What follows belongs to an exercise in optimizing a design on an open flow for small area, a short achievable clock period and few clock cycles; a production flow would make more cautious choices.
Function was checked by simulation only, so behaviour that the tests miss may differ from the original.
Power is estimated from default activity; no workload was simulated.

Setup of north:
Design rdma_ip_decap_integrated, start of the top module:
module rdma_ip_decap_integrated #(
    parameter [47:0] LOCAL_MAC  = 48'h000A35010203,
    parameter [15:0] LOCAL_PORT = 16'd5005
)(
    input  wire        iClk,
    input  wire        iRst,
    input  wire [31:0] i_eth_axis_tdata,
    input  wire [3:0]  i_eth_axis_tkeep,
    input  wire        i_eth_axis_tvalid,
    output wire        o_eth_axis_tready,
    input  wire        i_eth_axis_tlast,
    input  wire        i_eth_axis_tuser,
    output wire [31:0] o_payload_axis_tdata,
    output wire [3:0]  o_payload_axis_tkeep,
    output wire        o_payload_axis_tvalid,
    input  wire        i_payload_axis_tready,
    output wire        o_payload_axis_tlast,
    output wire        o_payload_axis_tuser,
    output wire [31:0] o_hdr_src_ip,
    output wire [31:0] o_hdr_dst_ip,
    output wire [15:0] o_hdr_src_port,
    output wire [15:0] o_hdr_dst_port,
    output wire [15:0] o_hdr_payload_len,
    output wire        o_hdr_valid,
    output wire        o_busy,
    output wire        o_error,
    output wire [3:0]  o_error_code,
    output wire        o_stat_pkt_received,
    output wire        o_stat_pkt_dropped,
    output wire [2:0]  o_debug_state
);
wire [31:0] d    = i_eth_axis_tdata;
wire [3:0]  k    = i_eth_axis_tkeep;
wire        tl   = i_eth_axis_tlast;
wire        tu   = i_eth_axis_tuser;
reg  [3:0] bc;       
reg        drop;     
reg        pay;      
reg        pend;     
reg        pk3;      
reg        pu;       
wire hdr_mode = !drop && !pay;
reg [31:0] o_data; reg [3:1] o_keep; reg o_last, o_user, o_valid;
reg [31:0] q_data; reg [3:1] q_keep; reg q_last, q_user, q_valid;
reg  tready;          
reg  busy_r;
wire hs     = i_eth_axis_tvalid && tready;
wire hh     = hs && hdr_mode;      
reg [3:0]  ec;               
reg [15:0] ca, cb;           
reg [15:0] s_reg;            
reg        hv_r, er_r, rc_r, dr_r;
wire        b3  = (bc == 4'd3);
wire [15:0] ya  = b3 ? 16'hFFF7 : ca;
wire [15:0] yb  = b3 ? 16'h0000 : cb;
wire [15:0] cw2 = (bc == 4'd8) ? 16'd0 : d[31:16];
wire [15:0] s1  = ya ^ yb ^ d[15:0];
wire [15:0] c1  = (ya & yb) | (ya & d[15:0]) | (yb & d[15:0]);
wire [15:0] c1r = {c1[14:0], c1[15]};
wire [15:0] s2  = s1 ^ c1r ^ cw2;
wire [15:0] c2  = (s1 & c1r) | (s1 & cw2) | (c1r & cw2);
wire [15:0] c2r = {c2[14:0], c2[15]};
  ...
For scale: about 690 cells after synthesis, roughly 210 I/O pins.
==> flow/config.mk <==
export PLATFORM = sky130hd
export DESIGN_NAME = rdma_ip_decap_integrated
export DESIGN_NICKNAME = rdma_ip_decap_integrated
export VERILOG_FILES = /design/flow/design.v
export SDC_FILE = /design/flow/constraint.sdc
export NUM_CORES = 4
export LEC_CHECK = 0
export ABC_CLOCK_PERIOD_IN_PS = 2500
export CAP_MARGIN = 20
export CORE_MARGIN = 2
export CORE_UTILIZATION = 40
export SLEW_MARGIN = 20
==> flow/constraint.sdc <==
create_clock -name core_clock -period 9.0 [get_ports {iClk}]
set_input_delay 1.8000 -clock core_clock [delete_from_list [all_inputs] [get_ports {iClk}]]
set_output_delay 1.8000 -clock core_clock [all_outputs]
set_load 0.01 [all_outputs]
standard.sh (not shown) runs the stock make flow with config.mk's settings and CLKGATE_MAP_FILE= SYNTH_SCRIPT=/design/flow/synth_recipe.tcl, a recipe that flattens the netlist after the stock synthesis.
==> flow/flow/run.sh <==
#!/bin/bash
# The standard layout (standard.sh) with these changes: the port buffers
# inserted before global placement are plain buf_1 cells instead of the
# default delay-cell choice, and timing repair aims for a setup slack of
# 6.0 ns at the 9 ns clock, i.e. a period well under the constraint.
set -euo pipefail
export BUFFER_PORTS_ARGS="-buffer_cell sky130_fd_sc_hd__buf_1"
# Clock tree without dummy balancing loads.
export CTS_ARGS="-sink_clustering_enable -repair_clock_nets -dont_use_dummy_load"
bash standard.sh SETUP_SLACK_MARGIN=6.0 finish > standard_flow.log 2>&1
Testbench counts of north, summed over its fixed seeds: cycles 43,647.
[inputs] south vs north
- clearing ABC_CLOCK_PERIOD_IN_PS, which used to be 2500
- putting ABC_AREA at 1 where nothing was set
-- flow/flow/run.sh --
<<< north, line 7
export BUFFER_PORTS_ARGS="-buffer_cell sky130_fd_sc_hd__buf_1"
# Clock tree without dummy balancing loads.
export CTS_ARGS="-sink_clustering_enable -repair_clock_nets -dont_use_dummy_load"
bash standard.sh SETUP_SLACK_MARGIN=6.0 finish > standard_flow.log 2>&1
>>> south, line 7
export BUFFER_PORTS_ARGS="-buffer_cell sky130_fd_sc_hd__buf_1"

bash standard.sh SETUP_SLACK_MARGIN=6.0 finish > standard_flow.log 2>&1
Notes after the runs:
Between south and north, it is south whose number of buffers and inverters on the critical path is higher, by 2. Non-clock buffer count for south: 13 up relative to north. south: area fraction of clock buffers and clock inverters higher than north. Adder-cell share of the synthesized area down 0.16 points in south wrt north. Fraction of standard cell area that is sequential | south below north. Relative to north, post-synthesis cell area has gone up in south. south vs north, instance count: south higher. Of south and north, it is south that has the higher via count. Against north, south comes in about 7% higher on final area. north has lower met1 layer usage reported by global route than south.
### south -> east
- an added ABC_CLOCK_PERIOD_IN_PS of 2500
- a deleted ABC_AREA that had been 1
==> flow/flow/run.sh <==
#!/bin/bash
# The standard layout (standard.sh) with these changes:
# - the port buffers inserted before global placement are plain buf_1 cells
#   instead of the default delay-cell choice;
# - clock tree synthesis adds no dummy balancing loads;
# - timing repair aims for a setup slack of 5.8 ns at the 9 ns clock, i.e. a
#   shorter achieved period than the constraint asks for.
# The whole make output goes to standard_flow.log; each step's own log is
# under orfs/logs.
set -euo pipefail
export BUFFER_PORTS_ARGS="-buffer_cell sky130_fd_sc_hd__buf_1"
export CTS_ARGS="-sink_clustering_enable -repair_clock_nets -dont_use_dummy_load -buf_list sky130_fd_sc_hd__clkbuf_8"
bash standard.sh SETUP_SLACK_MARGIN=5.8 finish > standard_flow.log 2>&1
## What came out
south -> east: flop and latch count out of synthesis delta 0, exact match. Of the two values seen for launch point of the critical path, i_eth_axis_tdata[27] was produced by east and i_eth_axis_tdata[6] by south. east against south: non-clock buffer count shows a reduction of 9.5%, total non-filler cell area in the finished layout has decreased. Summary of east over south: hold slack grew by 0.0058 ns; total power of the final layout -350 uW; global-route usage over all layers now sits lower. | total length of routed wires | east vs south | about 13% lower |. Changes observed in east relative to south: synthesized cell count went down by 189, cell count of the worst reg-to-reg path now sits lower. | worst slack at placement | east vs south | 0.0034 ns lower |.
Inputs modified between east and west:
==> flow/flow/run.sh <==
#!/bin/bash
# The standard layout (standard.sh) with these changes:
# - the port buffers inserted before global placement are plain buf_1 cells
#   instead of the default delay-cell choice;
# - clock tree synthesis adds no dummy balancing loads;
# - timing repair aims for a setup slack of 6.0 ns at the 9 ns clock, i.e. a
#   shorter achieved period than the constraint asks for.
# The whole make output goes to standard_flow.log; each step's own log is
# under orfs/logs.
set -euo pipefail
export BUFFER_PORTS_ARGS="-buffer_cell sky130_fd_sc_hd__buf_1"
export CTS_ARGS="-sink_clustering_enable -repair_clock_nets -dont_use_dummy_load"
bash standard.sh SETUP_SLACK_MARGIN=6.0 finish > standard_flow.log 2>&1
==> comparison <==
Sequential share of layout area: west vs east down 2.5 points
Looking at met3 routing resource usage after global routing, west sits 0.50 points above east.
Relative to east, the pre-CTS setup slack of west is higher by 0.081 ns.
The final layouts of east and west pass the timing, DRC and antenna checks.
Sequential area share after synthesis: west vs east identical
Clock-pin slew reported for the worst setup and hold paths after clock tree synthesis: east vs west — no meaningful difference
Status: number of H-tree levels parity (west, east)
From east to west the numbers moved as follows: post-layout minimum cycle time now smaller, number of buffers other than clock buffers in the final layout now larger, clock skew now smaller.

==> afterwards: timing with drivers on the ports <==
No port has a modelled driver above. Below, the same layouts with a new extraction and two added sets of constraints.
Step 1 sets driving cells, clkbuf_16 on the clock port and buf_2 on the other inputs (assumed; they add their load-dependent delay and slew).
Step 2 times the ports against the registers' clock, not the clock port: input delays grow and output delays shrink by t, the midpoint of the rising clock arrivals with the driver on.
Three values: ideal, step 1, step 2; two values: the first two.
run | t, ns | setup slack, ns | pins driven straight from the clock port
north | 0.448 | 5.947 / 5.961 / 5.513 | 1
south | 0.466 | 6.014 / 5.965 / 5.499 | 1
east | 0.481 | 5.849 / 5.866 / 5.386 | 1
west | 0.448 | 5.947 / 5.961 / 5.513 | 1
After both steps every run listed still meets setup and hold. For south, which loses most, drivers alone change the setup slack by -0.049 ns; drivers and shift together by -0.515 ns.
